This design comes from an exercise in tuning for small area and a short achievable clock period on the open sky130 flow, not from production work. No functional check of the RTL was part of any run shown here. Power and IR drop assume default switching activity.

[run.sh]
#!/bin/bash
# synth_recipe.tcl (not shown) runs the flow's synth.tcl, then flattens the netlist and writes it again
# the make line also repeats each setting of config.mk as NAME=value (left out here)
make -C /OpenROAD-flow-scripts/flow DESIGN_CONFIG=/design/flow/config.mk WORK_HOME=/design/flow/orfs CLKGATE_MAP_FILE= SYNTH_SCRIPT=/design/flow/synth_recipe.tcl finish
[config.mk]
export PLATFORM = sky130hd
export DESIGN_NAME = Parameterized_ALU
export DESIGN_NICKNAME = Parameterized_ALU
export VERILOG_FILES = /design/flow/design.v
export SDC_FILE = /design/flow/constraint.sdc
export NUM_CORES = 4
export LEC_CHECK = 0
export ABC_AREA = 1
export CAP_MARGIN = 20
export CORE_MARGIN = 2
export CORE_UTILIZATION = 40
export SLEW_MARGIN = 20
[constraint.sdc]
create_clock -name core_clock -period 35.0 [get_ports {clk}]
set_input_delay 7.0000 -clock core_clock [delete_from_list [all_inputs] [get_ports {clk}]]
set_output_delay 7.0000 -clock core_clock [all_outputs]
set_load 0.01 [all_outputs]
[design.v]
`timescale 1ns / 1ps
module Parameterized_ALU#(parameter N = 16)(
    input clk,
    input [N-1:0] A,
    input [N-1:0] B,
    input [3:0] ALU_Func,
    output reg [N-1:0] ALU_out,
    output reg Carry,
    output  Arith,
    output  Shift,
    output  CMP,
    output  Logic
    );
    wire sub = ALU_Func[0] | ALU_Func[3];
    wire [15:0] bx = B ^ {16{sub}};
    wire [16:0] c;
    wire [15:0] s;
    assign c[0] = sub;
    genvar i;
    generate for (i = 0; i < 16; i = i + 1) begin : add
      assign s[i] = A[i] ^ bx[i] ^ c[i];
      assign c[i+1] = (A[i] & bx[i]) | (c[i] & (A[i] ^ bx[i]));
    end endgenerate
    wire lt = ~c[16];             
    wire eq = ~|(A ^ B);
    wire gt = ~lt & ~eq;
    wire [15:0] prod, quo;
    alu_mul u_mul(.A(A), .B(B), .P(prod));
    alu_div u_div(.A(A), .B(B), .Q(quo));
    always @(posedge clk) begin
        Carry <= 1'b0;
        case (ALU_Func)
            4'b0000: {Carry, ALU_out} <= {c[16], s};
            4'b0001: {Carry, ALU_out} <= {lt, s};
            4'b0010: ALU_out <= prod;
            4'b0011: ALU_out <= quo;
            4'b0100: ALU_out <= A & B;
            4'b0101: ALU_out <= A | B;
            4'b0110: ALU_out <= ~(A & B);
            4'b0111: ALU_out <= ~(A | B);
            4'b1000: ALU_out <= A ^ B;
            4'b1001: ALU_out <= ~(A ^ B);
            4'b1010: ALU_out <= {15'b0, eq};
            4'b1011: ALU_out <= {14'b0, gt, 1'b0};
            4'b1100: ALU_out <= {14'b0, lt, lt};
            4'b1101: ALU_out <= {1'b0, A[15:1]};
            4'b1110: ALU_out <= {A[14:0], 1'b0};
            default: ALU_out <= 16'b0;
        endcase
    end
    assign Arith = (ALU_Func[3:2] == 2'b00);
    assign Logic = (ALU_Func[3:2] == 2'b01) || (ALU_Func == 4'b1000) || (ALU_Func == 4'b1001);
    assign CMP   = (ALU_Func == 4'b1010) || (ALU_Func == 4'b1011) || (ALU_Func == 4'b1100);
    assign Shift = (ALU_Func == 4'b1101) || (ALU_Func == 4'b1110);
endmodule
module alu_mul(input [15:0] A, input [15:0] B, output [15:0] P);
  wire pp0_0 = A[0] & B[0];
  wire pp0_1 = A[1] & B[0];
  wire pp0_2 = A[2] & B[0];
  wire pp0_3 = A[3] & B[0];
  wire pp0_4 = A[4] & B[0];
  wire pp0_5 = A[5] & B[0];
  wire pp0_6 = A[6] & B[0];
  wire pp0_7 = A[7] & B[0];
  wire pp0_8 = A[8] & B[0];
  wire pp0_9 = A[9] & B[0];
  wire pp0_10 = A[10] & B[0];
  wire pp0_11 = A[11] & B[0];
  wire pp0_12 = A[12] & B[0];
  wire pp0_13 = A[13] & B[0];
  wire pp0_14 = A[14] & B[0];
  wire pp0_15 = A[15] & B[0];
  wire pp1_0 = A[0] & B[1];
  wire pp1_1 = A[1] & B[1];
  wire pp1_2 = A[2] & B[1];
  wire pp1_3 = A[3] & B[1];
  wire pp1_4 = A[4] & B[1];
  wire pp1_5 = A[5] & B[1];
  wire pp1_6 = A[6] & B[1];
  wire pp1_7 = A[7] & B[1];
  wire pp1_8 = A[8] & B[1];
  wire pp1_9 = A[9] & B[1];
  wire pp1_10 = A[10] & B[1];
  wire pp1_11 = A[11] & B[1];
  wire pp1_12 = A[12] & B[1];
  wire pp1_13 = A[13] & B[1];
  wire pp1_14 = A[14] & B[1];
  wire pp2_0 = A[0] & B[2];
  wire pp2_1 = A[1] & B[2];
  wire pp2_2 = A[2] & B[2];
  wire pp2_3 = A[3] & B[2];
  wire pp2_4 = A[4] & B[2];
  wire pp2_5 = A[5] & B[2];
  wire pp2_6 = A[6] & B[2];
  wire pp2_7 = A[7] & B[2];
  wire pp2_8 = A[8] & B[2];
  wire pp2_9 = A[9] & B[2];
  wire pp2_10 = A[10] & B[2];
  wire pp2_11 = A[11] & B[2];
  wire pp2_12 = A[12] & B[2];
  wire pp2_13 = A[13] & B[2];
  wire pp3_0 = A[0] & B[3];
  wire pp3_1 = A[1] & B[3];
  wire pp3_2 = A[2] & B[3];
  wire pp3_3 = A[3] & B[3];
  wire pp3_4 = A[4] & B[3];
  wire pp3_5 = A[5] & B[3];
  wire pp3_6 = A[6] & B[3];
  wire pp3_7 = A[7] & B[3];
  wire pp3_8 = A[8] & B[3];
  wire pp3_9 = A[9] & B[3];
  wire pp3_10 = A[10] & B[3];
  wire pp3_11 = A[11] & B[3];
  wire pp3_12 = A[12] & B[3];
  wire pp4_0 = A[0] & B[4];
  wire pp4_1 = A[1] & B[4];
  wire pp4_2 = A[2] & B[4];
  wire pp4_3 = A[3] & B[4];
  wire pp4_4 = A[4] & B[4];
  wire pp4_5 = A[5] & B[4];
  wire pp4_6 = A[6] & B[4];
  wire pp4_7 = A[7] & B[4];
  wire pp4_8 = A[8] & B[4];
  wire pp4_9 = A[9] & B[4];
  wire pp4_10 = A[10] & B[4];
  wire pp4_11 = A[11] & B[4];
  wire pp5_0 = A[0] & B[5];
  wire pp5_1 = A[1] & B[5];
  wire pp5_2 = A[2] & B[5];
  wire pp5_3 = A[3] & B[5];
  wire pp5_4 = A[4] & B[5];
  wire pp5_5 = A[5] & B[5];
  wire pp5_6 = A[6] & B[5];
  wire pp5_7 = A[7] & B[5];
  wire pp5_8 = A[8] & B[5];
  wire pp5_9 = A[9] & B[5];
  wire pp5_10 = A[10] & B[5];
  wire pp6_0 = A[0] & B[6];
  wire pp6_1 = A[1] & B[6];
  wire pp6_2 = A[2] & B[6];
  wire pp6_3 = A[3] & B[6];
  wire pp6_4 = A[4] & B[6];
  wire pp6_5 = A[5] & B[6];
  wire pp6_6 = A[6] & B[6];
  wire pp6_7 = A[7] & B[6];
  wire pp6_8 = A[8] & B[6];
  wire pp6_9 = A[9] & B[6];
  wire pp7_0 = A[0] & B[7];
  wire pp7_1 = A[1] & B[7];
  wire pp7_2 = A[2] & B[7];
  wire pp7_3 = A[3] & B[7];
  wire pp7_4 = A[4] & B[7];
  wire pp7_5 = A[5] & B[7];
  wire pp7_6 = A[6] & B[7];
  wire pp7_7 = A[7] & B[7];
  wire pp7_8 = A[8] & B[7];
  wire pp8_0 = A[0] & B[8];
  wire pp8_1 = A[1] & B[8];
  wire pp8_2 = A[2] & B[8];
  wire pp8_3 = A[3] & B[8];
  wire pp8_4 = A[4] & B[8];
  wire pp8_5 = A[5] & B[8];
  wire pp8_6 = A[6] & B[8];
  wire pp8_7 = A[7] & B[8];
  wire pp9_0 = A[0] & B[9];
  wire pp9_1 = A[1] & B[9];
  wire pp9_2 = A[2] & B[9];
  wire pp9_3 = A[3] & B[9];
  wire pp9_4 = A[4] & B[9];
  wire pp9_5 = A[5] & B[9];
  wire pp9_6 = A[6] & B[9];
  wire pp10_0 = A[0] & B[10];
  wire pp10_1 = A[1] & B[10];
  wire pp10_2 = A[2] & B[10];
  wire pp10_3 = A[3] & B[10];
  wire pp10_4 = A[4] & B[10];
  wire pp10_5 = A[5] & B[10];
  wire pp11_0 = A[0] & B[11];
  wire pp11_1 = A[1] & B[11];
  wire pp11_2 = A[2] & B[11];
  wire pp11_3 = A[3] & B[11];
  wire pp11_4 = A[4] & B[11];
  wire pp12_0 = A[0] & B[12];
  wire pp12_1 = A[1] & B[12];
  wire pp12_2 = A[2] & B[12];
  wire pp12_3 = A[3] & B[12];
  wire pp13_0 = A[0] & B[13];
  wire pp13_1 = A[1] & B[13];
  wire pp13_2 = A[2] & B[13];
  wire pp14_0 = A[0] & B[14];
  wire pp14_1 = A[1] & B[14];
  wire pp15_0 = A[0] & B[15];
  wire h1_s = pp0_13 ^ pp1_12;
  wire h1_c = pp0_13 & pp1_12;
  wire f2_s = pp0_14 ^ pp1_13 ^ pp2_12;
  wire f2_c = (pp0_14 & pp1_13) | (pp2_12 & (pp0_14 ^ pp1_13));
  wire h3_s = pp3_11 ^ pp4_10;
  wire h3_c = pp3_11 & pp4_10;
  wire f4_s = pp0_15 ^ pp1_14 ^ pp2_13;
  wire f4_c = (pp0_15 & pp1_14) | (pp2_13 & (pp0_15 ^ pp1_14));
  wire f5_s = pp3_12 ^ pp4_11 ^ pp5_10;
  wire f5_c = (pp3_12 & pp4_11) | (pp5_10 & (pp3_12 ^ pp4_11));
  wire h6_s = pp6_9 ^ pp7_8;
  wire h6_c = pp6_9 & pp7_8;
  wire h7_s = pp0_9 ^ pp1_8;
  wire h7_c = pp0_9 & pp1_8;
  wire f8_s = pp0_10 ^ pp1_9 ^ pp2_8;
  wire f8_c = (pp0_10 & pp1_9) | (pp2_8 & (pp0_10 ^ pp1_9));
  wire h9_s = pp3_7 ^ pp4_6;
  wire h9_c = pp3_7 & pp4_6;
  wire f10_s = pp0_11 ^ pp1_10 ^ pp2_9;
  wire f10_c = (pp0_11 & pp1_10) | (pp2_9 & (pp0_11 ^ pp1_10));
  wire f11_s = pp3_8 ^ pp4_7 ^ pp5_6;
  wire f11_c = (pp3_8 & pp4_7) | (pp5_6 & (pp3_8 ^ pp4_7));
  wire h12_s = pp6_5 ^ pp7_4;
  wire h12_c = pp6_5 & pp7_4;
  wire f13_s = pp0_12 ^ pp1_11 ^ pp2_10;
  wire f13_c = (pp0_12 & pp1_11) | (pp2_10 & (pp0_12 ^ pp1_11));
  wire f14_s = pp3_9 ^ pp4_8 ^ pp5_7;
  wire f14_c = (pp3_9 & pp4_8) | (pp5_7 & (pp3_9 ^ pp4_8));
  wire f15_s = pp6_6 ^ pp7_5 ^ pp8_4;
  wire f15_c = (pp6_6 & pp7_5) | (pp8_4 & (pp6_6 ^ pp7_5));
  wire h16_s = pp9_3 ^ pp10_2;
  wire h16_c = pp9_3 & pp10_2;
  wire f17_s = pp2_11 ^ pp3_10 ^ pp4_9;
  wire f17_c = (pp2_11 & pp3_10) | (pp4_9 & (pp2_11 ^ pp3_10));
  wire f18_s = pp5_8 ^ pp6_7 ^ pp7_6;
  wire f18_c = (pp5_8 & pp6_7) | (pp7_6 & (pp5_8 ^ pp6_7));
  wire f19_s = pp8_5 ^ pp9_4 ^ pp10_3;
  wire f19_c = (pp8_5 & pp9_4) | (pp10_3 & (pp8_5 ^ pp9_4));
  wire f20_s = pp11_2 ^ pp12_1 ^ pp13_0;
  wire f20_c = (pp11_2 & pp12_1) | (pp13_0 & (pp11_2 ^ pp12_1));
  wire f21_s = pp5_9 ^ pp6_8 ^ pp7_7;
  wire f21_c = (pp5_9 & pp6_8) | (pp7_7 & (pp5_9 ^ pp6_8));
  wire f22_s = pp8_6 ^ pp9_5 ^ pp10_4;
  wire f22_c = (pp8_6 & pp9_5) | (pp10_4 & (pp8_6 ^ pp9_5));
  wire f23_s = pp11_3 ^ pp12_2 ^ pp13_1;
  wire f23_c = (pp11_3 & pp12_2) | (pp13_1 & (pp11_3 ^ pp12_2));
  wire f24_s = pp14_0 ^ f2_s ^ h3_s;
  wire f24_c = (pp14_0 & f2_s) | (h3_s & (pp14_0 ^ f2_s));
  wire f25_s = pp8_7 ^ pp9_6 ^ pp10_5;
  wire f25_c = (pp8_7 & pp9_6) | (pp10_5 & (pp8_7 ^ pp9_6));
  wire f26_s = pp11_4 ^ pp12_3 ^ pp13_2;
  wire f26_c = (pp11_4 & pp12_3) | (pp13_2 & (pp11_4 ^ pp12_3));
  wire f27_s = pp14_1 ^ pp15_0 ^ f4_s;
  wire f27_c = (pp14_1 & pp15_0) | (f4_s & (pp14_1 ^ pp15_0));
  wire f28_s = f5_s ^ h6_s ^ f2_c;
  wire f28_c = (f5_s & h6_s) | (f2_c & (f5_s ^ h6_s));
  wire h29_s = pp0_6 ^ pp1_5;
  wire h29_c = pp0_6 & pp1_5;
  wire f30_s = pp0_7 ^ pp1_6 ^ pp2_5;
  wire f30_c = (pp0_7 & pp1_6) | (pp2_5 & (pp0_7 ^ pp1_6));
  wire h31_s = pp3_4 ^ pp4_3;
  wire h31_c = pp3_4 & pp4_3;
  wire f32_s = pp0_8 ^ pp1_7 ^ pp2_6;
  wire f32_c = (pp0_8 & pp1_7) | (pp2_6 & (pp0_8 ^ pp1_7));
  wire f33_s = pp3_5 ^ pp4_4 ^ pp5_3;
  wire f33_c = (pp3_5 & pp4_4) | (pp5_3 & (pp3_5 ^ pp4_4));
  wire h34_s = pp6_2 ^ pp7_1;
  wire h34_c = pp6_2 & pp7_1;
  wire f35_s = pp2_7 ^ pp3_6 ^ pp4_5;
  wire f35_c = (pp2_7 & pp3_6) | (pp4_5 & (pp2_7 ^ pp3_6));
  wire f36_s = pp5_4 ^ pp6_3 ^ pp7_2;
  wire f36_c = (pp5_4 & pp6_3) | (pp7_2 & (pp5_4 ^ pp6_3));
  wire f37_s = pp8_1 ^ pp9_0 ^ h7_s;
  wire f37_c = (pp8_1 & pp9_0) | (h7_s & (pp8_1 ^ pp9_0));
  wire f38_s = pp5_5 ^ pp6_4 ^ pp7_3;
  wire f38_c = (pp5_5 & pp6_4) | (pp7_3 & (pp5_5 ^ pp6_4));
  wire f39_s = pp8_2 ^ pp9_1 ^ pp10_0;
  wire f39_c = (pp8_2 & pp9_1) | (pp10_0 & (pp8_2 ^ pp9_1));
  wire f40_s = f8_s ^ h9_s ^ h7_c;
  wire f40_c = (f8_s & h9_s) | (h7_c & (f8_s ^ h9_s));
  wire f41_s = pp8_3 ^ pp9_2 ^ pp10_1;
  wire f41_c = (pp8_3 & pp9_2) | (pp10_1 & (pp8_3 ^ pp9_2));
  wire f42_s = pp11_0 ^ f10_s ^ f11_s;
  wire f42_c = (pp11_0 & f10_s) | (f11_s & (pp11_0 ^ f10_s));
  wire f43_s = h12_s ^ f8_c ^ h9_c;
  wire f43_c = (h12_s & f8_c) | (h9_c & (h12_s ^ f8_c));
  wire f44_s = pp11_1 ^ pp12_0 ^ f13_s;
  wire f44_c = (pp11_1 & pp12_0) | (f13_s & (pp11_1 ^ pp12_0));
  wire f45_s = f14_s ^ f15_s ^ h16_s;
  wire f45_c = (f14_s & f15_s) | (h16_s & (f14_s ^ f15_s));
  wire f46_s = f10_c ^ f11_c ^ h12_c;
  wire f46_c = (f10_c & f11_c) | (h12_c & (f10_c ^ f11_c));
  wire f47_s = h1_s ^ f17_s ^ f18_s;
  wire f47_c = (h1_s & f17_s) | (f18_s & (h1_s ^ f17_s));
  wire f48_s = f19_s ^ f20_s ^ f13_c;
  wire f48_c = (f19_s & f20_s) | (f13_c & (f19_s ^ f20_s));
  wire f49_s = f14_c ^ f15_c ^ h16_c;
  wire f49_c = (f14_c & f15_c) | (h16_c & (f14_c ^ f15_c));
  wire f50_s = h1_c ^ f21_s ^ f22_s;
  wire f50_c = (h1_c & f21_s) | (f22_s & (h1_c ^ f21_s));
  wire f51_s = f23_s ^ f24_s ^ f17_c;
  wire f51_c = (f23_s & f24_s) | (f17_c & (f23_s ^ f24_s));
  wire f52_s = f18_c ^ f19_c ^ f20_c;
  wire f52_c = (f18_c & f19_c) | (f20_c & (f18_c ^ f19_c));
  wire f53_s = h3_c ^ f25_s ^ f26_s;
  wire f53_c = (h3_c & f25_s) | (f26_s & (h3_c ^ f25_s));
  wire f54_s = f27_s ^ f28_s ^ f21_c;
  wire f54_c = (f27_s & f28_s) | (f21_c & (f27_s ^ f28_s));
  wire f55_s = f22_c ^ f23_c ^ f24_c;
  wire f55_c = (f22_c & f23_c) | (f24_c & (f22_c ^ f23_c));
  wire h56_s = pp0_4 ^ pp1_3;
  wire h56_c = pp0_4 & pp1_3;
  wire f57_s = pp0_5 ^ pp1_4 ^ pp2_3;
  wire f57_c = (pp0_5 & pp1_4) | (pp2_3 & (pp0_5 ^ pp1_4));
  wire h58_s = pp3_2 ^ pp4_1;
  wire h58_c = pp3_2 & pp4_1;
  wire f59_s = pp2_4 ^ pp3_3 ^ pp4_2;
  wire f59_c = (pp2_4 & pp3_3) | (pp4_2 & (pp2_4 ^ pp3_3));
  wire f60_s = pp5_1 ^ pp6_0 ^ h29_s;
  wire f60_c = (pp5_1 & pp6_0) | (h29_s & (pp5_1 ^ pp6_0));
  wire f61_s = pp5_2 ^ pp6_1 ^ pp7_0;
  wire f61_c = (pp5_2 & pp6_1) | (pp7_0 & (pp5_2 ^ pp6_1));
  wire f62_s = f30_s ^ h31_s ^ h29_c;
  wire f62_c = (f30_s & h31_s) | (h29_c & (f30_s ^ h31_s));
  wire f63_s = pp8_0 ^ f32_s ^ f33_s;
  wire f63_c = (pp8_0 & f32_s) | (f33_s & (pp8_0 ^ f32_s));
  wire f64_s = h34_s ^ f30_c ^ h31_c;
  wire f64_c = (h34_s & f30_c) | (h31_c & (h34_s ^ f30_c));
  wire f65_s = f35_s ^ f36_s ^ f37_s;
  wire f65_c = (f35_s & f36_s) | (f37_s & (f35_s ^ f36_s));
  wire f66_s = f32_c ^ f33_c ^ h34_c;
  wire f66_c = (f32_c & f33_c) | (h34_c & (f32_c ^ f33_c));
  wire f67_s = f38_s ^ f39_s ^ f40_s;
  wire f67_c = (f38_s & f39_s) | (f40_s & (f38_s ^ f39_s));
  wire f68_s = f35_c ^ f36_c ^ f37_c;
  wire f68_c = (f35_c & f36_c) | (f37_c & (f35_c ^ f36_c));
  wire f69_s = f41_s ^ f42_s ^ f43_s;
  wire f69_c = (f41_s & f42_s) | (f43_s & (f41_s ^ f42_s));
  wire f70_s = f38_c ^ f39_c ^ f40_c;
  wire f70_c = (f38_c & f39_c) | (f40_c & (f38_c ^ f39_c));
  wire f71_s = f44_s ^ f45_s ^ f46_s;
  wire f71_c = (f44_s & f45_s) | (f46_s & (f44_s ^ f45_s));
  wire f72_s = f41_c ^ f42_c ^ f43_c;
  wire f72_c = (f41_c & f42_c) | (f43_c & (f41_c ^ f42_c));
  wire f73_s = f47_s ^ f48_s ^ f49_s;
  wire f73_c = (f47_s & f48_s) | (f49_s & (f47_s ^ f48_s));
  wire f74_s = f44_c ^ f45_c ^ f46_c;
  wire f74_c = (f44_c & f45_c) | (f46_c & (f44_c ^ f45_c));
  wire f75_s = f50_s ^ f51_s ^ f52_s;
  wire f75_c = (f50_s & f51_s) | (f52_s & (f50_s ^ f51_s));
  wire f76_s = f47_c ^ f48_c ^ f49_c;
  wire f76_c = (f47_c & f48_c) | (f49_c & (f47_c ^ f48_c));
  wire f77_s = f53_s ^ f54_s ^ f55_s;
  wire f77_c = (f53_s & f54_s) | (f55_s & (f53_s ^ f54_s));
  wire f78_s = f50_c ^ f51_c ^ f52_c;
  wire f78_c = (f50_c & f51_c) | (f52_c & (f50_c ^ f51_c));
  wire h79_s = pp0_3 ^ pp1_2;
  wire h79_c = pp0_3 & pp1_2;
  wire f80_s = pp2_2 ^ pp3_1 ^ pp4_0;
  wire f80_c = (pp2_2 & pp3_1) | (pp4_0 & (pp2_2 ^ pp3_1));
  wire f81_s = pp5_0 ^ f57_s ^ h58_s;
  wire f81_c = (pp5_0 & f57_s) | (h58_s & (pp5_0 ^ f57_s));
  wire f82_s = f59_s ^ f60_s ^ f57_c;
  wire f82_c = (f59_s & f60_s) | (f57_c & (f59_s ^ f60_s));
  wire f83_s = f61_s ^ f62_s ^ f59_c;
  wire f83_c = (f61_s & f62_s) | (f59_c & (f61_s ^ f62_s));
  wire f84_s = f63_s ^ f64_s ^ f61_c;
  wire f84_c = (f63_s & f64_s) | (f61_c & (f63_s ^ f64_s));
  wire f85_s = f65_s ^ f66_s ^ f63_c;
  wire f85_c = (f65_s & f66_s) | (f63_c & (f65_s ^ f66_s));
  wire f86_s = f67_s ^ f68_s ^ f65_c;
  wire f86_c = (f67_s & f68_s) | (f65_c & (f67_s ^ f68_s));
  wire f87_s = f69_s ^ f70_s ^ f67_c;
  wire f87_c = (f69_s & f70_s) | (f67_c & (f69_s ^ f70_s));
  wire f88_s = f71_s ^ f72_s ^ f69_c;
  wire f88_c = (f71_s & f72_s) | (f69_c & (f71_s ^ f72_s));
  wire f89_s = f73_s ^ f74_s ^ f71_c;
  wire f89_c = (f73_s & f74_s) | (f71_c & (f73_s ^ f74_s));
  wire f90_s = f75_s ^ f76_s ^ f73_c;
  wire f90_c = (f75_s & f76_s) | (f73_c & (f75_s ^ f76_s));
  wire f91_s = f77_s ^ f78_s ^ f75_c;
  wire f91_c = (f77_s & f78_s) | (f75_c & (f77_s ^ f78_s));
  wire h92_s = pp0_2 ^ pp1_1;
  wire h92_c = pp0_2 & pp1_1;
  wire f93_s = pp2_1 ^ pp3_0 ^ h79_s;
  wire f93_c = (pp2_1 & pp3_0) | (h79_s & (pp2_1 ^ pp3_0));
  wire f94_s = h56_s ^ f80_s ^ h79_c;
  wire f94_c = (h56_s & f80_s) | (h79_c & (h56_s ^ f80_s));
  wire f95_s = h56_c ^ f81_s ^ f80_c;
  wire f95_c = (h56_c & f81_s) | (f80_c & (h56_c ^ f81_s));
  wire f96_s = h58_c ^ f82_s ^ f81_c;
  wire f96_c = (h58_c & f82_s) | (f81_c & (h58_c ^ f82_s));
  wire f97_s = f60_c ^ f83_s ^ f82_c;
  wire f97_c = (f60_c & f83_s) | (f82_c & (f60_c ^ f83_s));
  wire f98_s = f62_c ^ f84_s ^ f83_c;
  wire f98_c = (f62_c & f84_s) | (f83_c & (f62_c ^ f84_s));
  wire f99_s = f64_c ^ f85_s ^ f84_c;
  wire f99_c = (f64_c & f85_s) | (f84_c & (f64_c ^ f85_s));
  wire f100_s = f66_c ^ f86_s ^ f85_c;
  wire f100_c = (f66_c & f86_s) | (f85_c & (f66_c ^ f86_s));
  wire f101_s = f68_c ^ f87_s ^ f86_c;
  wire f101_c = (f68_c & f87_s) | (f86_c & (f68_c ^ f87_s));
  wire f102_s = f70_c ^ f88_s ^ f87_c;
  wire f102_c = (f70_c & f88_s) | (f87_c & (f70_c ^ f88_s));
  wire f103_s = f72_c ^ f89_s ^ f88_c;
  wire f103_c = (f72_c & f89_s) | (f88_c & (f72_c ^ f89_s));
  wire f104_s = f74_c ^ f90_s ^ f89_c;
  wire f104_c = (f74_c & f90_s) | (f89_c & (f74_c ^ f90_s));
  wire f105_s = f76_c ^ f91_s ^ f90_c;
  wire f105_c = (f76_c & f91_s) | (f90_c & (f76_c ^ f91_s));
  wire [15:0] x = {f105_s, f104_s, f103_s, f102_s, f101_s, f100_s, f99_s, f98_s, f97_s, f96_s, f95_s, f94_s, f93_s, pp2_0, pp0_1, pp0_0};
  wire [15:0] y = {f104_c, f103_c, f102_c, f101_c, f100_c, f99_c, f98_c, f97_c, f96_c, f95_c, f94_c, f93_c, h92_c, h92_s, pp1_0, 1'b0};
  wire [16:0] c; assign c[0] = 1'b0;
  genvar i;
  generate for (i = 0; i < 16; i = i + 1) begin : fin
    assign P[i] = x[i] ^ y[i] ^ c[i];
    assign c[i+1] = (x[i] & y[i]) | (c[i] & (x[i] ^ y[i]));
  end endgenerate
endmodule
module alu_div(input [15:0] A, input [15:0] B, output [15:0] Q);
  wire [15:0] nB = ~B;
  wire [16:0] hiz;
  assign hiz[16] = 1'b1;
  assign hiz[15] = hiz[16] & nB[15];
  assign hiz[14] = hiz[15] & nB[14];
  assign hiz[13] = hiz[14] & nB[13];
  assign hiz[12] = hiz[13] & nB[12];
  assign hiz[11] = hiz[12] & nB[11];
  assign hiz[10] = hiz[11] & nB[10];
  assign hiz[9] = hiz[10] & nB[9];
  assign hiz[8] = hiz[9] & nB[8];
  assign hiz[7] = hiz[8] & nB[7];
  assign hiz[6] = hiz[7] & nB[6];
  assign hiz[5] = hiz[6] & nB[5];
  assign hiz[4] = hiz[5] & nB[4];
  assign hiz[3] = hiz[4] & nB[3];
  assign hiz[2] = hiz[3] & nB[2];
  assign hiz[1] = hiz[2] & nB[1];
  wire [0:0] s1_t, s1_d, s1_r, s1_g, s1_p;
  assign s1_t = A[15];
  assign s1_g = ~s1_t & B[0:0];
  assign s1_p = ~s1_t | B[0:0];
  wire [1:0] s1_c; assign s1_c[0] = 1'b0;
  assign s1_c[1] = s1_g[0] | (s1_p[0] & s1_c[0]);
  assign s1_d = s1_t ^ B[0:0] ^ s1_c[0:0];
  assign Q[15] = hiz[1] & ~s1_c[1];
  assign s1_r = s1_t ^ ({1{Q[15]}} & (B[0:0] ^ s1_c[0:0]));
  wire [1:0] s2_t, s2_d, s2_r, s2_g, s2_p;
  assign s2_t = {s1_r, A[14]};
  assign s2_g = ~s2_t & B[1:0];
  assign s2_p = ~s2_t | B[1:0];
  wire [2:0] s2_c; assign s2_c[0] = 1'b0;
  assign s2_c[1] = s2_g[0] | (s2_p[0] & s2_c[0]);
  assign s2_c[2] = s2_g[1] | (s2_p[1] & s2_c[1]);
  assign s2_d = s2_t ^ B[1:0] ^ s2_c[1:0];
  assign Q[14] = hiz[2] & ~s2_c[2];
  assign s2_r = s2_t ^ ({2{Q[14]}} & (B[1:0] ^ s2_c[1:0]));
  wire [2:0] s3_t, s3_d, s3_r, s3_g, s3_p;
  assign s3_t = {s2_r, A[13]};
  assign s3_g = ~s3_t & B[2:0];
  assign s3_p = ~s3_t | B[2:0];
  wire [3:0] s3_c; assign s3_c[0] = 1'b0;
  assign s3_c[1] = s3_g[0] | (s3_p[0] & s3_c[0]);
  assign s3_c[2] = s3_g[1] | (s3_p[1] & s3_c[1]);
  assign s3_c[3] = s3_g[2] | (s3_p[2] & s3_c[2]);
  assign s3_d = s3_t ^ B[2:0] ^ s3_c[2:0];
  assign Q[13] = hiz[3] & ~s3_c[3];
  assign s3_r = s3_t ^ ({3{Q[13]}} & (B[2:0] ^ s3_c[2:0]));
  wire [3:0] s4_t, s4_d, s4_r, s4_g, s4_p;
  assign s4_t = {s3_r, A[12]};
  assign s4_g = ~s4_t & B[3:0];
  assign s4_p = ~s4_t | B[3:0];
  wire [4:0] s4_c; assign s4_c[0] = 1'b0;
  assign s4_c[1] = s4_g[0] | (s4_p[0] & s4_c[0]);
  assign s4_c[2] = s4_g[1] | (s4_p[1] & s4_c[1]);
  assign s4_c[3] = s4_g[2] | (s4_p[2] & s4_c[2]);
  assign s4_c[4] = s4_g[3] | (s4_p[3] & s4_c[3]);
  assign s4_d = s4_t ^ B[3:0] ^ s4_c[3:0];
  assign Q[12] = hiz[4] & ~s4_c[4];
  assign s4_r = s4_t ^ ({4{Q[12]}} & (B[3:0] ^ s4_c[3:0]));
  wire [4:0] s5_t, s5_d, s5_r, s5_g, s5_p;
  assign s5_t = {s4_r, A[11]};
  assign s5_g = ~s5_t & B[4:0];
  assign s5_p = ~s5_t | B[4:0];
  wire [5:0] s5_c; assign s5_c[0] = 1'b0;
  assign s5_c[1] = s5_g[0] | (s5_p[0] & s5_c[0]);
  assign s5_c[2] = s5_g[1] | (s5_p[1] & s5_c[1]);
  assign s5_c[3] = s5_g[2] | (s5_p[2] & s5_c[2]);
  assign s5_c[4] = s5_g[3] | (s5_p[3] & s5_c[3]);
  assign s5_c[5] = s5_g[4] | (s5_p[4] & s5_c[4]);
  assign s5_d = s5_t ^ B[4:0] ^ s5_c[4:0];
  assign Q[11] = hiz[5] & ~s5_c[5];
  assign s5_r = s5_t ^ ({5{Q[11]}} & (B[4:0] ^ s5_c[4:0]));
  wire [5:0] s6_t, s6_d, s6_r, s6_g, s6_p;
  assign s6_t = {s5_r, A[10]};
  assign s6_g = ~s6_t & B[5:0];
  assign s6_p = ~s6_t | B[5:0];
  wire [6:0] s6_c; assign s6_c[0] = 1'b0;
  assign s6_c[1] = s6_g[0] | (s6_p[0] & s6_c[0]);
  assign s6_c[2] = s6_g[1] | (s6_p[1] & s6_c[1]);
  assign s6_c[3] = s6_g[2] | (s6_p[2] & s6_c[2]);
  assign s6_c[4] = s6_g[3] | (s6_p[3] & s6_c[3]);
  assign s6_c[5] = s6_g[4] | (s6_p[4] & s6_c[4]);
  assign s6_c[6] = s6_g[5] | (s6_p[5] & s6_c[5]);
  assign s6_d = s6_t ^ B[5:0] ^ s6_c[5:0];
  assign Q[10] = hiz[6] & ~s6_c[6];
  assign s6_r = s6_t ^ ({6{Q[10]}} & (B[5:0] ^ s6_c[5:0]));
  wire [6:0] s7_t, s7_d, s7_r, s7_g, s7_p;
  assign s7_t = {s6_r, A[9]};
  assign s7_g = ~s7_t & B[6:0];
  assign s7_p = ~s7_t | B[6:0];
  wire [7:0] s7_c; assign s7_c[0] = 1'b0;
  assign s7_c[1] = s7_g[0] | (s7_p[0] & s7_c[0]);
  assign s7_c[2] = s7_g[1] | (s7_p[1] & s7_c[1]);
  assign s7_c[3] = s7_g[2] | (s7_p[2] & s7_c[2]);
  assign s7_c[4] = s7_g[3] | (s7_p[3] & s7_c[3]);
  assign s7_c[5] = s7_g[4] | (s7_p[4] & s7_c[4]);
  assign s7_c[6] = s7_g[5] | (s7_p[5] & s7_c[5]);
  assign s7_c[7] = s7_g[6] | (s7_p[6] & s7_c[6]);
  assign s7_d = s7_t ^ B[6:0] ^ s7_c[6:0];
  assign Q[9] = hiz[7] & ~s7_c[7];
  assign s7_r = s7_t ^ ({7{Q[9]}} & (B[6:0] ^ s7_c[6:0]));
  wire [7:0] s8_t, s8_d, s8_r, s8_g, s8_p;
  assign s8_t = {s7_r, A[8]};
  assign s8_g = ~s8_t & B[7:0];
  assign s8_p = ~s8_t | B[7:0];
  wire [8:0] s8_c; assign s8_c[0] = 1'b0;
  assign s8_c[1] = s8_g[0] | (s8_p[0] & s8_c[0]);
  assign s8_c[2] = s8_g[1] | (s8_p[1] & s8_c[1]);
  assign s8_c[3] = s8_g[2] | (s8_p[2] & s8_c[2]);
  assign s8_c[4] = s8_g[3] | (s8_p[3] & s8_c[3]);
  assign s8_c[5] = s8_g[4] | (s8_p[4] & s8_c[4]);
  assign s8_c[6] = s8_g[5] | (s8_p[5] & s8_c[5]);
  assign s8_c[7] = s8_g[6] | (s8_p[6] & s8_c[6]);
  assign s8_c[8] = s8_g[7] | (s8_p[7] & s8_c[7]);
  assign s8_d = s8_t ^ B[7:0] ^ s8_c[7:0];
  assign Q[8] = hiz[8] & ~s8_c[8];
  assign s8_r = s8_t ^ ({8{Q[8]}} & (B[7:0] ^ s8_c[7:0]));
  wire [8:0] s9_t, s9_d, s9_r, s9_g, s9_p;
  assign s9_t = {s8_r, A[7]};
  assign s9_g = ~s9_t & B[8:0];
  assign s9_p = ~s9_t | B[8:0];
  wire [9:0] s9_c; assign s9_c[0] = 1'b0;
  assign s9_c[1] = s9_g[0] | (s9_p[0] & s9_c[0]);
  assign s9_c[2] = s9_g[1] | (s9_p[1] & s9_c[1]);
  assign s9_c[3] = s9_g[2] | (s9_p[2] & s9_c[2]);
  assign s9_c[4] = s9_g[3] | (s9_p[3] & s9_c[3]);
  assign s9_c[5] = s9_g[4] | (s9_p[4] & s9_c[4]);
  assign s9_c[6] = s9_g[5] | (s9_p[5] & s9_c[5]);
  assign s9_c[7] = s9_g[6] | (s9_p[6] & s9_c[6]);
  assign s9_c[8] = s9_g[7] | (s9_p[7] & s9_c[7]);
  assign s9_c[9] = s9_g[8] | (s9_p[8] & s9_c[8]);
  assign s9_d = s9_t ^ B[8:0] ^ s9_c[8:0];
  assign Q[7] = hiz[9] & ~s9_c[9];
  assign s9_r = s9_t ^ ({9{Q[7]}} & (B[8:0] ^ s9_c[8:0]));
  wire [9:0] s10_t, s10_d, s10_r, s10_g, s10_p;
  assign s10_t = {s9_r, A[6]};
  assign s10_g = ~s10_t & B[9:0];
  assign s10_p = ~s10_t | B[9:0];
  wire [10:0] s10_c; assign s10_c[0] = 1'b0;
  assign s10_c[1] = s10_g[0] | (s10_p[0] & s10_c[0]);
  assign s10_c[2] = s10_g[1] | (s10_p[1] & s10_c[1]);
  assign s10_c[3] = s10_g[2] | (s10_p[2] & s10_c[2]);
  assign s10_c[4] = s10_g[3] | (s10_p[3] & s10_c[3]);
  assign s10_c[5] = s10_g[4] | (s10_p[4] & s10_c[4]);
  assign s10_c[6] = s10_g[5] | (s10_p[5] & s10_c[5]);
  assign s10_c[7] = s10_g[6] | (s10_p[6] & s10_c[6]);
  assign s10_c[8] = s10_g[7] | (s10_p[7] & s10_c[7]);
  assign s10_c[9] = s10_g[8] | (s10_p[8] & s10_c[8]);
  assign s10_c[10] = s10_g[9] | (s10_p[9] & s10_c[9]);
  assign s10_d = s10_t ^ B[9:0] ^ s10_c[9:0];
  assign Q[6] = hiz[10] & ~s10_c[10];
  assign s10_r = s10_t ^ ({10{Q[6]}} & (B[9:0] ^ s10_c[9:0]));
  wire [10:0] s11_t, s11_d, s11_r, s11_g, s11_p;
  assign s11_t = {s10_r, A[5]};
  assign s11_g = ~s11_t & B[10:0];
  assign s11_p = ~s11_t | B[10:0];
  wire [11:0] s11_c; assign s11_c[0] = 1'b0;
  assign s11_c[1] = s11_g[0] | (s11_p[0] & s11_c[0]);
  assign s11_c[2] = s11_g[1] | (s11_p[1] & s11_c[1]);
  assign s11_c[3] = s11_g[2] | (s11_p[2] & s11_c[2]);
  assign s11_c[4] = s11_g[3] | (s11_p[3] & s11_c[3]);
  assign s11_c[5] = s11_g[4] | (s11_p[4] & s11_c[4]);
  assign s11_c[6] = s11_g[5] | (s11_p[5] & s11_c[5]);
  assign s11_c[7] = s11_g[6] | (s11_p[6] & s11_c[6]);
  assign s11_c[8] = s11_g[7] | (s11_p[7] & s11_c[7]);
  assign s11_c[9] = s11_g[8] | (s11_p[8] & s11_c[8]);
  assign s11_c[10] = s11_g[9] | (s11_p[9] & s11_c[9]);
  assign s11_c[11] = s11_g[10] | (s11_p[10] & s11_c[10]);
  assign s11_d = s11_t ^ B[10:0] ^ s11_c[10:0];
  assign Q[5] = hiz[11] & ~s11_c[11];
  assign s11_r = s11_t ^ ({11{Q[5]}} & (B[10:0] ^ s11_c[10:0]));
  wire [11:0] s12_t, s12_d, s12_r, s12_g, s12_p;
  assign s12_t = {s11_r, A[4]};
  assign s12_g = ~s12_t & B[11:0];
  assign s12_p = ~s12_t | B[11:0];
  wire [12:0] s12_c; assign s12_c[0] = 1'b0;
  assign s12_c[1] = s12_g[0] | (s12_p[0] & s12_c[0]);
  assign s12_c[2] = s12_g[1] | (s12_p[1] & s12_c[1]);
  assign s12_c[3] = s12_g[2] | (s12_p[2] & s12_c[2]);
  assign s12_c[4] = s12_g[3] | (s12_p[3] & s12_c[3]);
  assign s12_c[5] = s12_g[4] | (s12_p[4] & s12_c[4]);
  assign s12_c[6] = s12_g[5] | (s12_p[5] & s12_c[5]);
  assign s12_c[7] = s12_g[6] | (s12_p[6] & s12_c[6]);
  assign s12_c[8] = s12_g[7] | (s12_p[7] & s12_c[7]);
  assign s12_c[9] = s12_g[8] | (s12_p[8] & s12_c[8]);
  assign s12_c[10] = s12_g[9] | (s12_p[9] & s12_c[9]);
  assign s12_c[11] = s12_g[10] | (s12_p[10] & s12_c[10]);
  assign s12_c[12] = s12_g[11] | (s12_p[11] & s12_c[11]);
  assign s12_d = s12_t ^ B[11:0] ^ s12_c[11:0];
  assign Q[4] = hiz[12] & ~s12_c[12];
  assign s12_r = s12_t ^ ({12{Q[4]}} & (B[11:0] ^ s12_c[11:0]));
  wire [12:0] s13_t, s13_d, s13_r, s13_g, s13_p;
  assign s13_t = {s12_r, A[3]};
  assign s13_g = ~s13_t & B[12:0];
  assign s13_p = ~s13_t | B[12:0];
  wire [13:0] s13_c; assign s13_c[0] = 1'b0;
  assign s13_c[1] = s13_g[0] | (s13_p[0] & s13_c[0]);
  assign s13_c[2] = s13_g[1] | (s13_p[1] & s13_c[1]);
  assign s13_c[3] = s13_g[2] | (s13_p[2] & s13_c[2]);
  assign s13_c[4] = s13_g[3] | (s13_p[3] & s13_c[3]);
  assign s13_c[5] = s13_g[4] | (s13_p[4] & s13_c[4]);
  assign s13_c[6] = s13_g[5] | (s13_p[5] & s13_c[5]);
  assign s13_c[7] = s13_g[6] | (s13_p[6] & s13_c[6]);
  assign s13_c[8] = s13_g[7] | (s13_p[7] & s13_c[7]);
  assign s13_c[9] = s13_g[8] | (s13_p[8] & s13_c[8]);
  assign s13_c[10] = s13_g[9] | (s13_p[9] & s13_c[9]);
  assign s13_c[11] = s13_g[10] | (s13_p[10] & s13_c[10]);
  assign s13_c[12] = s13_g[11] | (s13_p[11] & s13_c[11]);
  assign s13_c[13] = s13_g[12] | (s13_p[12] & s13_c[12]);
  assign s13_d = s13_t ^ B[12:0] ^ s13_c[12:0];
  assign Q[3] = hiz[13] & ~s13_c[13];
  assign s13_r = s13_t ^ ({13{Q[3]}} & (B[12:0] ^ s13_c[12:0]));
  wire [13:0] s14_t, s14_d, s14_r, s14_g, s14_p;
  assign s14_t = {s13_r, A[2]};
  assign s14_g = ~s14_t & B[13:0];
  assign s14_p = ~s14_t | B[13:0];
  wire [14:0] s14_c; assign s14_c[0] = 1'b0;
  assign s14_c[1] = s14_g[0] | (s14_p[0] & s14_c[0]);
  assign s14_c[2] = s14_g[1] | (s14_p[1] & s14_c[1]);
  assign s14_c[3] = s14_g[2] | (s14_p[2] & s14_c[2]);
  assign s14_c[4] = s14_g[3] | (s14_p[3] & s14_c[3]);
  assign s14_c[5] = s14_g[4] | (s14_p[4] & s14_c[4]);
  assign s14_c[6] = s14_g[5] | (s14_p[5] & s14_c[5]);
  assign s14_c[7] = s14_g[6] | (s14_p[6] & s14_c[6]);
  assign s14_c[8] = s14_g[7] | (s14_p[7] & s14_c[7]);
  assign s14_c[9] = s14_g[8] | (s14_p[8] & s14_c[8]);
  assign s14_c[10] = s14_g[9] | (s14_p[9] & s14_c[9]);
  assign s14_c[11] = s14_g[10] | (s14_p[10] & s14_c[10]);
  assign s14_c[12] = s14_g[11] | (s14_p[11] & s14_c[11]);
  assign s14_c[13] = s14_g[12] | (s14_p[12] & s14_c[12]);
  assign s14_c[14] = s14_g[13] | (s14_p[13] & s14_c[13]);
  assign s14_d = s14_t ^ B[13:0] ^ s14_c[13:0];
  assign Q[2] = hiz[14] & ~s14_c[14];
  assign s14_r = s14_t ^ ({14{Q[2]}} & (B[13:0] ^ s14_c[13:0]));
  wire [14:0] s15_t, s15_d, s15_r, s15_g, s15_p;
  assign s15_t = {s14_r, A[1]};
  assign s15_g = ~s15_t & B[14:0];
  assign s15_p = ~s15_t | B[14:0];
  wire [15:0] s15_c; assign s15_c[0] = 1'b0;
  assign s15_c[1] = s15_g[0] | (s15_p[0] & s15_c[0]);
  assign s15_c[2] = s15_g[1] | (s15_p[1] & s15_c[1]);
  assign s15_c[3] = s15_g[2] | (s15_p[2] & s15_c[2]);
  assign s15_c[4] = s15_g[3] | (s15_p[3] & s15_c[3]);
  assign s15_c[5] = s15_g[4] | (s15_p[4] & s15_c[4]);
  assign s15_c[6] = s15_g[5] | (s15_p[5] & s15_c[5]);
  assign s15_c[7] = s15_g[6] | (s15_p[6] & s15_c[6]);
  assign s15_c[8] = s15_g[7] | (s15_p[7] & s15_c[7]);
  assign s15_c[9] = s15_g[8] | (s15_p[8] & s15_c[8]);
  assign s15_c[10] = s15_g[9] | (s15_p[9] & s15_c[9]);
  assign s15_c[11] = s15_g[10] | (s15_p[10] & s15_c[10]);
  assign s15_c[12] = s15_g[11] | (s15_p[11] & s15_c[11]);
  assign s15_c[13] = s15_g[12] | (s15_p[12] & s15_c[12]);
  assign s15_c[14] = s15_g[13] | (s15_p[13] & s15_c[13]);
  assign s15_c[15] = s15_g[14] | (s15_p[14] & s15_c[14]);
  assign s15_d = s15_t ^ B[14:0] ^ s15_c[14:0];
  assign Q[1] = hiz[15] & ~s15_c[15];
  assign s15_r = s15_t ^ ({15{Q[1]}} & (B[14:0] ^ s15_c[14:0]));
  wire [15:0] s16_t, s16_d, s16_r, s16_g, s16_p;
  assign s16_t = {s15_r, A[0]};
  assign s16_g = ~s16_t & B[15:0];
  assign s16_p = ~s16_t | B[15:0];
  wire [16:0] s16_c; assign s16_c[0] = 1'b0;
  assign s16_c[1] = s16_g[0] | (s16_p[0] & s16_c[0]);
  assign s16_c[2] = s16_g[1] | (s16_p[1] & s16_c[1]);
  assign s16_c[3] = s16_g[2] | (s16_p[2] & s16_c[2]);
  assign s16_c[4] = s16_g[3] | (s16_p[3] & s16_c[3]);
  assign s16_c[5] = s16_g[4] | (s16_p[4] & s16_c[4]);
  assign s16_c[6] = s16_g[5] | (s16_p[5] & s16_c[5]);
  assign s16_c[7] = s16_g[6] | (s16_p[6] & s16_c[6]);
  assign s16_c[8] = s16_g[7] | (s16_p[7] & s16_c[7]);
  assign s16_c[9] = s16_g[8] | (s16_p[8] & s16_c[8]);
  assign s16_c[10] = s16_g[9] | (s16_p[9] & s16_c[9]);
  assign s16_c[11] = s16_g[10] | (s16_p[10] & s16_c[10]);
  assign s16_c[12] = s16_g[11] | (s16_p[11] & s16_c[11]);
  assign s16_c[13] = s16_g[12] | (s16_p[12] & s16_c[12]);
  assign s16_c[14] = s16_g[13] | (s16_p[13] & s16_c[13]);
  assign s16_c[15] = s16_g[14] | (s16_p[14] & s16_c[14]);
  assign s16_c[16] = s16_g[15] | (s16_p[15] & s16_c[15]);
  assign s16_d = s16_t ^ B[15:0] ^ s16_c[15:0];
  assign Q[0] = hiz[16] & ~s16_c[16];
  assign s16_r = s16_t ^ ({16{Q[0]}} & (B[15:0] ^ s16_c[15:0]));
endmodule
==> impl_results.md, run 1 <==
* Final HPWL DP at 30.1 mm
* Peak Freq at ~40 MHz
* Non-Filler Instances at 2,356
* Mux contribution to synthesized area at 0%
* CP dominant cell by count: nand3_2
* First-pass GRT wire length at 64.6 mm
* Seq/Total Area, Yosys at 2.82%
* WHS Path Cells at 4
* Post-synth EDFFs at 0
* Root cell of the clock tree: clkbuf_16
* Die ar. at 0.0316 mm²
* Hold path startpoint: B[2]
* Core area at 0.0296 mm²
* DR WL/cell at 17.0 µm
* Clock transition at the registers of the reported paths at 0.08 ns
* Placer Congestion at a little under 1
* Critical path type: in2reg
* Top FF cell, synth: dfxtp_1
* Worst Path Required at 35.12 ns
* Largest net degree at the start of global routing at 45
* Worst Hold Class: in2reg
* Top cell type's share of synthesized area at around a fifth
* Number of max-cap violations at 0
* Power per Cell Area at just under 30 mW/mm²
* Routed WL at ~40 mm
* Outcome: finished clean
* Post-CTS Setup Repair Bufs at 0
* Number of global-route vias before repair at 11,900
* Rel. slew slack at 29.0%
* Combinational family with the most area after synthesis: simple AND/OR/NAND/NOR gates
* Power Internal at 173 µW
* Synthesized area per cell at 6.18 µm²
* Pleak at 6.96 nW
* Layout net count at 2,157
* Seq cells post-synth at 17
* GR Overflow Total at 0
* Worst-margin pin slew at 1.04 ns
* Sw frac at between 50% and 60%
* Initial antenna violation count at 0
* CTS buffer count at 3
* Fraction of layout cells with a size suffix above 1 at 10.5%
* Switching power at 210 µW
* Worst path top cell family by delay: simple AND/OR/NAND/NOR gates
* XOR/XNOR share of the synthesized area at about a tenth
* Setup TNS Final at 0 ns
* CP bufs+invs at 11
* Max rail drop VDD at about 43 µV
* Fillers at 3,152
* Syn nets at 2,144
* Crit end category: flop
* Final min period at between 20 and 25 ns
* Sequential power share at 6.8%
* Antenna violation net count after detailed routing at 0
* IO Count at between 50 and 60
* Yosys warning total at 1
* Layout area overhead at 7.73%
* CP max FO at 20
* Final hold vios at 0
* Max-slew violation count at 0
* Worst setup SP type: primary input
* Asr flop ratio synth at 0%
* Effective utilization at floorplan at 40.7%
* Gates resized, CTS repair at 0
* Finish-stage setup viols at 0
* RSZ-0062 raised after global routing: no
* Initial DRT Pass Iterations at 5
* Max incr delay on CP at 0.63 ns
* CTS tree: done
* Top cells by area, synth: nand2_1 19%, fa_1 18%, inv_1 10%
* Clock share of power at 7.4%
* Via density at around 5.2
* Post-synthesis adder-cell area fraction at between 20% and 30%
* Port Buffers at 57
* Chip height at 178 µm
* Worst Hold Path EP: ALU_out[14]
* Clk sinks at 17
* # diodes at 0
* Hold WS at 7.59 ns
* Cell Area, Synth at 0.0121 mm²
* Cts hold-fix bufs at 0
* Cell accounting for the most synthesized area: nand2_1
* Slowest CP cell: inv_1
* Violation count after the first detailed-route iteration at 754
* Clock buffer depth at 2
* Count of standard-cell rows at 63
* Fin crit share at 70.7%
* Cells after DPL at about 2,400
* GRT Overall Usage at 26.0%
* Mapped Cells at 1,954
* Data arrival, critical path at 24.87 ns
* Logic gate share of total power at 85.8%
* Compound-Gate Fraction of Synth Area at under 10%
* Die width at 178 µm
* Simple-Gate Fraction of Synth Area at 41.3%
* Post-synth cell types at 54
* Clock H-tree levels at 1
* Vias at 12,400
* DR DRC count at 0
state kept, by name (all words and copies together), names as in the netlist:
| name | count |
|---|---|
| Carry | 1 |
| ALU_out | 16 |
cell usage after synthesis (6+ instances only):
cell        n
nand2_1   605
inv_2      37
o21ai_0    33
or2_1       8
nand2_4    10
xor2_1     99
a21oi_1    13
xnor2_1    35
o21ai_1    13
nand3b_1    6
nand3_2    62
dfxtp_1    17
buf_2      21
nand2_2    18
nand4_1    33
nand3_1   185
nor2_1    106
o22ai_1    29
fa_1      106
inv_1     320
ha_1       47
buf_4      25
clkbuf_1   34
inv_4       6
a221oi_1   13
a211oi_1    9
kinds of logic (layout without fill, tap and decap cells):
logic type	after synthesis	in the layout
DFF	17	17
AOI/OAI and AO/OA	135	135
and+or+nand+nor	1055	1055
buffers and inverters	454	466
xor gates and xnor gates	140	140
adders and majority gates	153	153
area by class of cell:
type,count,area (µm²),share of cell area (%)
Multi-Input combinational cell,1483,9860,75.8
Inverter,368,1400,10.8
Timing Repair Buffer,94,833,6.41
Tap cell,390,488,3.75
Sequential cell,17,340,2.62
Clock buffer,3,75.1,0.577
Clock inverter,1,7.51,0.0577
worst min-delay path, cell delays in order:
cell and delay, ns:
buf_2 0.27, nor2_4 0.26, nand4_1 0.14, nand4_1 0.14
cell usage in the layout (no fill, tap or decap), types with 4 or more instances in the layout:
master	instances
a2111oi_0	5
a211oi_1	9
a21oi_1	13
a221oi_1	13
buf_4	37
clkdlybuf4s50_1	54
clkinv_1	4
dfxtp_1	17
fa_1	106
ha_1	47
inv_1	320
inv_2	37
inv_4	6
nand2_1	605
nand2_2	18
nand2_4	10
nand3_1	185
nand3_2	62
nand3_4	4
nand3b_1	6
nand4_1	33
nor2_1	105
nor2_4	4
o2111ai_1	5
o21ai_0	33
o21ai_1	13
o22ai_1	29
or2_1	8
xnor2_1	35
xnor2_2	4
xor2_1	99
per-layer routing:
layer | track usage [%] | routed length (µm) | part of all wire [%]
met1 | 34.5 | 17200 | 43
met5 | 0 | 0 | 0
met2 | 44.9 | 18800 | 47
met3 | 3.04 | 2870 | 7.2
met4 | 6.18 | 1200 | 3.0
worst max path at each step:
stage | startpoint | endpoint | cells past startpoint
after floorplan | B[12] | ALU_out[0] | 164
after global placement | B[9] | ALU_out[0] | 169
after detailed placement | B[9] | ALU_out[0] | 166
after CTS | B[9] | ALU_out[0] | 168
after global routing | B[9] | ALU_out[0] | 169
final | B[9] | ALU_out[0] | 168
power by group through the flow:
stage	clock network [mW]	registers (mW)	logic, mW
CTS	0.0287	0.0263	0.330
detailed placement	0	0.0266	0.328
finish	0.0282	0.0262	0.329
floorplan	0	0.0285	0.231
global placement	0	0.0267	0.325
global route	0.0294	0.0267	0.374
metrics by stage:
step / power, mW / setup WS [ns] / util [%] / instance area (µm²)
after floorplan: 0.260 / 13.64 / - / 12100
after global placement: 0.352 / 10.62 / 43.6 / 12900
after detailed placement: 0.354 / 10.14 / 43.6 / 12900
after CTS: 0.385 / 10.37 / 43.9 / 13000
after global routing: 0.430 / 8.08 / 43.9 / 13000
final: 0.383 / 10.25 / 43.9 / 13000
==> inputs of run 2 (changes only) <==
--- a/config.mk
+++ b/config.mk
@@ -8,5 +8,6 @@
 export ABC_AREA = 1
 export CAP_MARGIN = 20
 export CORE_MARGIN = 2
-export CORE_UTILIZATION = 40
+export CORE_UTILIZATION = 65
+export PLACE_DENSITY = 0.8
 export SLEW_MARGIN = 20
==> run 2 against run 1 <==
Against the previous run: still clean; setup slack got worse by 0.20 ns; fmax fell by 0.79%; wire length fell by 1.2%; cell count fell by 7.0%; synthesized area did not move; die area fell by 38%; critical path depth fell by 9; sequential power barely moved; worst hold slack got worse by 0.28 ns; via count rose by 5.5%; total power rose by 0.81%; critical endpoint unchanged; largest power group unchanged; highest routed layer unchanged.
==> impl_results.md, run 2 <==
* Crit path from: B[8] (was B[9])
* Count of standard-cell rows at 49 (was 63)
* Most common cell in the netlist: nand2_1 (unchanged)
* Die width at 140 µm (was 178 µm)
* Max rail drop VDD at 39.6 µV (was 42.5 µV)
* Rel. slew slack at 30.8% (was 29.0%)
* Top post-synthesis cells by count: 605 x nand2_1, 320 x inv_1, 185 x nand3_1 (unchanged)
* Placer Congestion at 1.00 (was 0.976)
* Violation count after the first detailed-route iteration at 1,135 (was 754)
* Slowest CP cell: inv_1 (unchanged)
* Cell Area, Synth at 0.0121 mm² (unchanged)
* Compound-Gate Fraction of Synth Area at 7.33% (unchanged)
* Pleak at 6.94 nW (was 6.96 nW)
* Vias at 13,000 (was 12,400)
* Final hold vios at 0 (unchanged)
* Max-slew violation count at 0 (unchanged)
* Initial antenna violation count at 0 (unchanged)
* Clk sinks at 17 (unchanged)
* Worst setup SP type: primary input (unchanged)
* Crit end category: flop (unchanged)
* Fraction of layout cells with a size suffix above 1 at 10.2% (was 10.5%)
* Chip height at 140 µm (was 178 µm)
* GR Overflow Total at 0 (unchanged)
* DR DRC count at 0 (unchanged)
* Gates resized, CTS repair at 0 (unchanged)
* Critical path type: in2reg (unchanged)
* First-pass GRT wire length at 63.1 mm (was 64.6 mm)
* Max reg flops at 16 (unchanged)
* Outcome: finished clean (unchanged)
* Port Buffers at 57 (unchanged)
* Most frequent cells in the layout: 605 x nand2_1, 320 x inv_1, 185 x nand3_1 (unchanged)
* Post-synthesis adder-cell area fraction at 22.5% (unchanged)
* Routed WL at 39.6 mm (was 40.1 mm)
* Setup TNS Final at 0 ns (unchanged)
* Pwr Total at 386 µW (was 383 µW)
* CTS tree: done (unchanged)
* Post-synth EDFFs at 0 (unchanged)
* Largest registers: ALU_out (16), Carry (1) (unchanged)
* Root cell of the clock tree: clkbuf_16 (unchanged)
* Clock buffer depth at 2 (unchanged)
* Antenna violation net count after detailed routing at 0 (unchanged)
* XOR/XNOR share of the synthesized area at 10.5% (unchanged)
* Synthesized area per cell at 6.18 µm² (unchanged)
* Simple-Gate Fraction of Synth Area at 41.3% (unchanged)
* Effective utilization at floorplan at 66.7% (was 40.7%)
* Initial DRT Pass Iterations at 7 (was 5)
* Seq/Total Area, Yosys at 2.82% (unchanged)
* Worst Path Required at 35.12 ns (about the same)
* Data arrival, critical path at 25.06 ns (was 24.87 ns)
* Final HPWL DP at 28.9 mm (was 30.1 mm)
* DR WL/cell at 18.1 µm (was 17.0 µm)
* CP dominant cell by count: nand3_2 (unchanged)
* # diodes at 0 (unchanged)
* Post-synth cell types at 54 (unchanged)
* Worst-margin pin slew at 1.03 ns (was 1.04 ns)
* Layout net count at 2,152 (was 2,157)
* Final min period at 24.94 ns (was 24.75 ns)
* Number of global-route vias before repair at 12,300 (was 11,900)
* Mux contribution to synthesized area at 0% (unchanged)
* CTS buffer count at 3 (unchanged)
* Top cell type's share of synthesized area at 18.8% (unchanged)
* Fillers at 1,642 (was 3,152)
* Cell accounting for the most synthesized area: nand2_1 (unchanged)
* Hold path startpoint: B[2] (unchanged)
* Finish-stage setup viols at 0 (unchanged)
* RSZ-0062 raised after global routing: no (unchanged)
* Clock H-tree levels at 1 (unchanged)
* Worst Hold Class: in2reg (unchanged)
* Clock transition at the registers of the reported paths at 0.06 ns (was 0.08 ns)
* Yosys warning total at 1 (unchanged)
* IO Count at 58 (unchanged)
* Combinational family with the most area after synthesis: simple AND/OR/NAND/NOR gates (unchanged)
* Core area at 0.0181 mm² (was 0.0296 mm²)
* Asr flop ratio synth at 0% (unchanged)
* Seq cells post-synth at 17 (unchanged)
* Top FF cell, synth: dfxtp_1 (unchanged)
* CP max FO at 29 (was 20)
* Mapped Cells at 1,954 (unchanged)
* Largest net degree at the start of global routing at 45 (unchanged)
* Top cells by area, synth: nand2_1 19%, fa_1 18%, inv_1 10% (unchanged)
* Max incr delay on CP at 0.63 ns (about the same)
* Fin crit share at 71.3% (was 70.7%)
* Number of max-cap violations at 0 (unchanged)
* GRT Overall Usage at 40.5% (was 26.0%)
* Largest reg by FF count: ALU_out (unchanged)
* Power per Cell Area at 30.3 mW/mm² (was 29.5 mW/mm²)
* Post-CTS Setup Repair Bufs at 0 (unchanged)
* Most common cell after layout, fill and taps aside: nand2_1 (unchanged)
* Via density at 5.96 (was 5.25)
* Worst path top cell family by delay: simple AND/OR/NAND/NOR gates (unchanged)
* Layout area overhead at 5.72% (was 7.73%)
* Cts hold-fix bufs at 0 (unchanged)
* Syn nets at 2,144 (unchanged)
* Die ar. at 0.0197 mm² (was 0.0316 mm²)
* Peak Freq at 40.1 MHz (was 40.4 MHz)
* CP bufs+invs at 19 (was 11)
## run 2: cell counts after synthesis
No cell type changed its count.
## run 2: stage by stage
step                utilization (%)  cells  setup slack [ns]  hold WS [ns]  cell area [µm²]
detailed placement             70.1   2186             10.13          7.57            12700
finish                         70.6   2190             10.06          7.31            12800
global route                   70.6   2190              7.95          7.32            12800
floorplan                         -   1954             13.64          7.15            12100
global placement               70.1   2186             10.75          7.55            12700
CTS                            70.6   2190             10.37          7.29            12800
## run 2: cell type report
type | instances | area, µm² | area share, %
clock buffer | 4 | 78.8 | 0.618
inverter | 368 | 1400 | 11.0
multi-input combinational | 1483 | 9860 | 77.3
sequential | 17 | 340 | 2.67
tap | 229 | 287 | 2.25
timing repair buffer | 89 | 796 | 6.24
## run 2: worst paths after layout
| path | cells after the start | endpoint |
|---|---|---|
| worst max-delay path | 159 | ALU_out[0] |
| worst min-delay path | 4 | ALU_out[14] |
## run 2: logic make-up (layout without fill, tap and decap cells)
group	Yosys count	count (layout)
fa+ha+maj	153	153
simple gates	1055	1055
xor+xnor	140	140
buf+inv	454	461
flops	17	17
compound gates	135	135
## run 2: per-layer routing
layer / GRT usage, % / routed length, µm / vias to the layer above
li1: - / - / 6069
met4: 23.2 / 2670 / 0
met3: 6.05 / 4260 / 233
met1: 50.6 / 14700 / 5920
met2: 66.9 / 17900 / 822
met5: 0 / 0 / -
## run 2: power breakdown
| group | internal [mW] | switching, mW | leakage [nW] |
|---|---|---|---|
| clock network | 0.0156 | 0.0107 | 0.0382 |
| logic | 0.134 | 0.199 | 6.76 |
| registers | 0.0243 | 0.00173 | 0.142 |
## run 2: tightest hold or removal path: cells and delay by family
kind | cells | cell delay, ns
AND/OR/NAND/NOR | 3 | 0.32
buffers and inverters | 1 | 0.17

## what the ideal ports hide
In the flow no input, the clock included, has a driving cell. The finished layouts below were timed again as built, in two steps.
Step 1, drivers: a clkbuf_16 drives clk and a buf_2 each remaining input, both assumed.
Step 2 also shifts input and output timing later by t, the mid clock arrival at the registers, as if the neighbouring blocks saw the same clock.
a / b / c = ideal / step 1 / step 2; a / b = the first two.
| run | t, ns | setup WS [ns] | hold slack, ns | slew at the worst register clock pin (ns) |
|---|---|---|---|---|
| run 1 | 0.315 | 10.254 / 10.273 / 9.958 | 7.585 / 7.562 / 7.758 | 0.08 / 0.08 |
| run 2 | 0.304 | 10.058 / 10.076 / 9.771 | 7.310 / 7.290 / 7.595 | 0.07 / 0.07 |
After both steps setup and hold are still met in every run listed. The setup slack of run 1, which loses most, moves by +0.019 ns with the drivers and by -0.296 ns with both steps.
